What follows belongs to an exercise in optimizing a design on an open flow for small area, a short achievable clock period and few clock cycles; a production flow would make more cautious choices. Power figures rest on the tool's default switching activity, not on a simulated workload.

==> inputs of maple <==
==> flow/design.v (excerpt) <==
module conv_engine(
    input         clk,
    input         reset,
    input         en_ctrl,
    output [15:0] s_addr,
    output [15:0] w_addr,
    output [15:0] b_addr,
    input  [7:0]  signal,
    input  [7:0]  weight,
    input  [7:0]  bias,
    output [15:0] save_addr,
    output [7:0]  convout,
    output        en_write,
    output        finish
);
    reg        go;           
    reg        done;         
    reg        stall;        
    reg [11:0] sa, wa;       
    reg [2:0]  j;            
    reg [1:0]  c;            
    reg [2:0]  r;            
    reg        inb;          
    reg        jend, rend;   
    reg [4:0]  o, y;         
    reg [3:0]  xp;
    reg        last_out;     
    reg p0, p15, ya, yb, y01;    
    wire [2:0] jpen = (p0 | p15) ? 3'd2 : 3'd4;
    wire [2:0] rpen = ya ? 3'd1 : yb ? 3'd2 : 3'd3;
    wire cend = (c == 2'd2);
    wire last_pos = p15 & ya & ~y01;
    wire adv = go & ~done & ~stall;
    wire hold = ~inb & jend & cend & rend;
    wire inb_n  = adv ? hold : inb;
    wire jend_n = adv ? (~inb & (~jend ? (j == jpen) : (cend & rend))) : jend;
    wire cend_n = adv ? (~inb & (~jend ? cend : ~cend ? (c == 2'd1) : ~rend ? 1'b0 : 1'b1)) : cend;
    wire rend_n = adv ? (~inb & ((jend & cend & ~rend) ? (r == rpen) : rend)) : rend;
    wire last_out_n = w2 ? (o == 5'd30) : last_out;
    wire stall_n = (w2 & last_out) ? 1'b0 : (adv & inb & last_out) ? 1'b1 : stall;
    wire done_n = done | (adv & inb & last_out & last_pos);
    wire adv_n = en_ctrl & ~done_n & ~stall_n;
    reg a_inc, a_ch, a_row, a_back, a_pos;
  ...
export LEC_CHECK = 0
export CAP_MARGIN = 20
export CORE_MARGIN = 2
export CORE_UTILIZATION = 40
export SLEW_MARGIN = 20
export SYNTH_HIERARCHICAL = 1
create_clock -name core_clock -period 10.0 [get_ports {clk}]
standard.sh (not shown) runs the stock make flow with config.mk's settings and CLKGATE_MAP_FILE= SYNTH_SCRIPT=/design/flow/synth_recipe.tcl, a recipe that flattens the netlist after the stock synthesis.
==> flow/flow/run.sh <==
#!/bin/bash
set -uo pipefail
MARGIN=$(cat flow/margin 2>/dev/null || echo 7)
EXTRA=()
if [[ -f flow/extra ]]; then
    while IFS= read -r line; do
        [[ -n "$line" ]] && EXTRA+=("$line")
    done < flow/extra
fi
bash standard.sh "SETUP_SLACK_MARGIN=$MARGIN" \
    "BUFFER_PORTS_ARGS=-buffer_cell sky130_fd_sc_hd__buf_1" "${EXTRA[@]}" finish > run_make.log 2>&1
status=$?
tail -5 run_make.log
exit $status
==> flow/flow/extra <==
SKIP_REPAIR_TIE_FANOUT=1
==> flow/flow/margin <==
6.8
==> inputs of quartz, as changes to maple <==
--- a/flow/design.v
+++ b/flow/design.v
@@ -377,23 +377,23 @@
     conv_fa u_fas45 (.a(fac41), .b(fas44), .c(fac42), .s(fas45), .co(fac45));
     wire fas46 = ~(Sag[15] ^ Cag[15]);
     wire fac46 = Sag[15] | Cag[15];
     wire fas47, fac47;
     conv_fa u_fas47 (.a(fas46), .b(fac44), .c(fac45), .s(fas47), .co(fac47));
     wire fas48 = ~(Sag[16] ^ Cag[16]);
     wire fac48 = Sag[16] | Cag[16];
-    wire fas49 = fac46 ^ fas48;
-    wire fac49 = fac46 & fas48;
+    wire fas49, fac49;
+    conv_fa u_fas49 (.a(fac46), .b(fas48), .c(fac47), .s(fas49), .co(fac49));
     wire fas50 = ~(Sag[17] ^ Cag[17]);
     wire fac50 = Sag[17] | Cag[17];
-    wire fas51, fac51;
-    conv_fa u_fas51 (.a(fac48), .b(fas50), .c(fac49), .s(fas51), .co(fac51));
+    wire fas51 = fac48 ^ fas50;
+    wire fac51 = fac48 & fas50;
     always @(posedge clk) begin
-        Sa <= {fas51, fac47, fas47, fac43, fas43, fac37, fac33, fac29, fac24, fas24, fac15, fac11, fac8, fac5, fac3, fac1, fac0, ea0[0]};
-        Ca <= {1'b0, fas49, 1'b0, fas45, 1'b0, fas40, fas37, fas33, fas29, 1'b0, fas19, fas15, fas11, fas8, fas5, fas3, fas1, fas0};
+        Sa <= {fac49, fas49, fas47, fac43, fas43, fac37, fac33, fac29, fac24, fas24, fac15, fac11, fac8, fac5, fac3, fac1, fac0, ea0[0]};
+        Ca <= {fas51, 1'b0, 1'b0, fas45, 1'b0, fas40, fas37, fas33, fas29, 1'b0, fas19, fas15, fas11, fas8, fas5, fas3, fas1, fas0};
     end
     wire [8:0] eb0;
     assign eb0[0] = ((oneb[0] & sx[0]) | (twob[0] & sx2[0])) ^ negb[0];
     assign eb0[1] = ((oneb[0] & sx[1]) | (twob[0] & sx2[1])) ^ negb[0];
     assign eb0[2] = ((oneb[0] & sx[2]) | (twob[0] & sx2[2])) ^ negb[0];
     assign eb0[3] = ((oneb[0] & sx[3]) | (twob[0] & sx2[3])) ^ negb[0];
     assign eb0[4] = ((oneb[0] & sx[4]) | (twob[0] & sx2[4])) ^ negb[0];
@@ -528,23 +528,23 @@
     conv_fa u_fbs45 (.a(fbc41), .b(fbs44), .c(fbc42), .s(fbs45), .co(fbc45));
     wire fbs46 = ~(Sbg[15] ^ Cbg[15]);
     wire fbc46 = Sbg[15] | Cbg[15];
     wire fbs47, fbc47;
     conv_fa u_fbs47 (.a(fbs46), .b(fbc44), .c(fbc45), .s(fbs47), .co(fbc47));
     wire fbs48 = ~(Sbg[16] ^ Cbg[16]);
     wire fbc48 = Sbg[16] | Cbg[16];
-    wire fbs49 = fbc46 ^ fbs48;
-    wire fbc49 = fbc46 & fbs48;
+    wire fbs49, fbc49;
+    conv_fa u_fbs49 (.a(fbc46), .b(fbs48), .c(fbc47), .s(fbs49), .co(fbc49));
     wire fbs50 = ~(Sbg[17] ^ Cbg[17]);
     wire fbc50 = Sbg[17] | Cbg[17];
-    wire fbs51, fbc51;
-    conv_fa u_fbs51 (.a(fbc48), .b(fbs50), .c(fbc49), .s(fbs51), .co(fbc51));
+    wire fbs51 = fbc48 ^ fbs50;
+    wire fbc51 = fbc48 & fbs50;
     always @(posedge clk) begin
-        Sb <= {fbs51, fbc47, fbs47, fbc43, fbs43, fbc37, fbc33, fbc29, fbc24, fbs24, fbc15, fbc11, fbc8, fbc5, fbc3, fbc1, fbc0, eb0[0]};
-        Cb <= {1'b0, fbs49, 1'b0, fbs45, 1'b0, fbs40, fbs37, fbs33, fbs29, 1'b0, fbs19, fbs15, fbs11, fbs8, fbs5, fbs3, fbs1, fbs0};
+        Sb <= {fbc49, fbs49, fbs47, fbc43, fbs43, fbc37, fbc33, fbc29, fbc24, fbs24, fbc15, fbc11, fbc8, fbc5, fbc3, fbc1, fbc0, eb0[0]};
+        Cb <= {fbs51, 1'b0, 1'b0, fbs45, 1'b0, fbs40, fbs37, fbs33, fbs29, 1'b0, fbs19, fbs15, fbs11, fbs8, fbs5, fbs3, fbs1, fbs0};
     end
     wire [17:0] acc = b3 ? (Sa + Ca) : (Sb + Cb);
     wire [8:0]  t = acc[17:9];
     reg  [7:0]  cout_r;
     always @(posedge clk)
         cout_r <= (t[8] != t[7]) ? {t[8], {7{~t[8]}}} : t[7:0];
     assign s_addr = {4'd0, sa};
==> flow/flow/run.sh (replaced) <==
#!/bin/bash
set -uo pipefail
MARGIN=$(cat flow/margin 2>/dev/null || echo 7)
bash standard.sh "SETUP_SLACK_MARGIN=$MARGIN" \
    "BUFFER_PORTS_ARGS=-buffer_cell sky130_fd_sc_hd__buf_1" finish > run_make.log 2>&1
status=$?
tail -5 run_make.log
exit $status
==> flow/flow/margin (replaced) <==
7
removed: flow/flow/extra
==> comparison table <==
	maple	quartz
Final period demand of the worst path	3090 ps	3140 ps
Area of the die	29600 um2	30100 um2
Seq/Total Area, Yosys	31.9%	31.4%
Net switching power of the design	0.00114 W	0.00117 W
Slew Limit Headroom	49.8%	52.1%
Met1 wire length	11100 um	11900 um
Delay of the slowest critical-path stage	800 ps	380 ps
Area of the multi-input gates	7160 um2	7520 um2
Area share of xor/xnor cells in the synthesized design	9.54%	9.23%
Outcome	timing/DRC/antenna clean	timing/DRC/antenna clean
Fraction of the mapped netlist area in compound gates	12.6%	14.3%
Vias in the first global route	8054	8460
Post-Place Cells	1540	1586
GRT Overall Usage	17.0%	17.8%
Switching share of total power	37.0%	38.2%
Final layout net count	1379	1442
Most used cell, CP	fa_1	o21a_1
Combinational power	0.00135 W	0.00134 W
Post-Route WL	23700 um	26400 um
Plain + repair buffers	94	125
Total power of the final layout	0.00308 W	0.00306 W
Avg WL per Cell	14.9 um	15.9 um
Post-CTS sizing	24	69
Least setup slack across all paths after layout	6910 ps	6860 ps
Drt via density	5.05	5.17
No functional check of the RTL was part of any run of this note.

## port drivers added, routing unchanged
How much do the figures lean on ideal ports? The routed layouts below were timed once more, with nothing changed but the port constraints. Step 1: set_driving_cell puts a clkbuf_16 on clk and a buf_2 on each other input, an assumption about the parent block. Step 2 adds t to the input delays and takes it off the output delays; t is the mean of the earliest and latest rising clock arrival at the registers after step 1. Input paths then give back, and output paths get back, about the clock's delay inside the block. Three values: ideal ports, drivers, drivers and shift; two values: the first two.
run | t (ns) | slack for setup (ns) | pins driven straight from the clock port
maple | 0.471 | 6.906 / 6.892 / 6.745 | 1
quartz | 0.486 | 6.864 / 6.864 / 6.773 | 1
After both steps every run listed still meets setup and hold. The setup slack of maple, which loses most, moves by -0.014 ns with the drivers and by -0.161 ns with both steps.
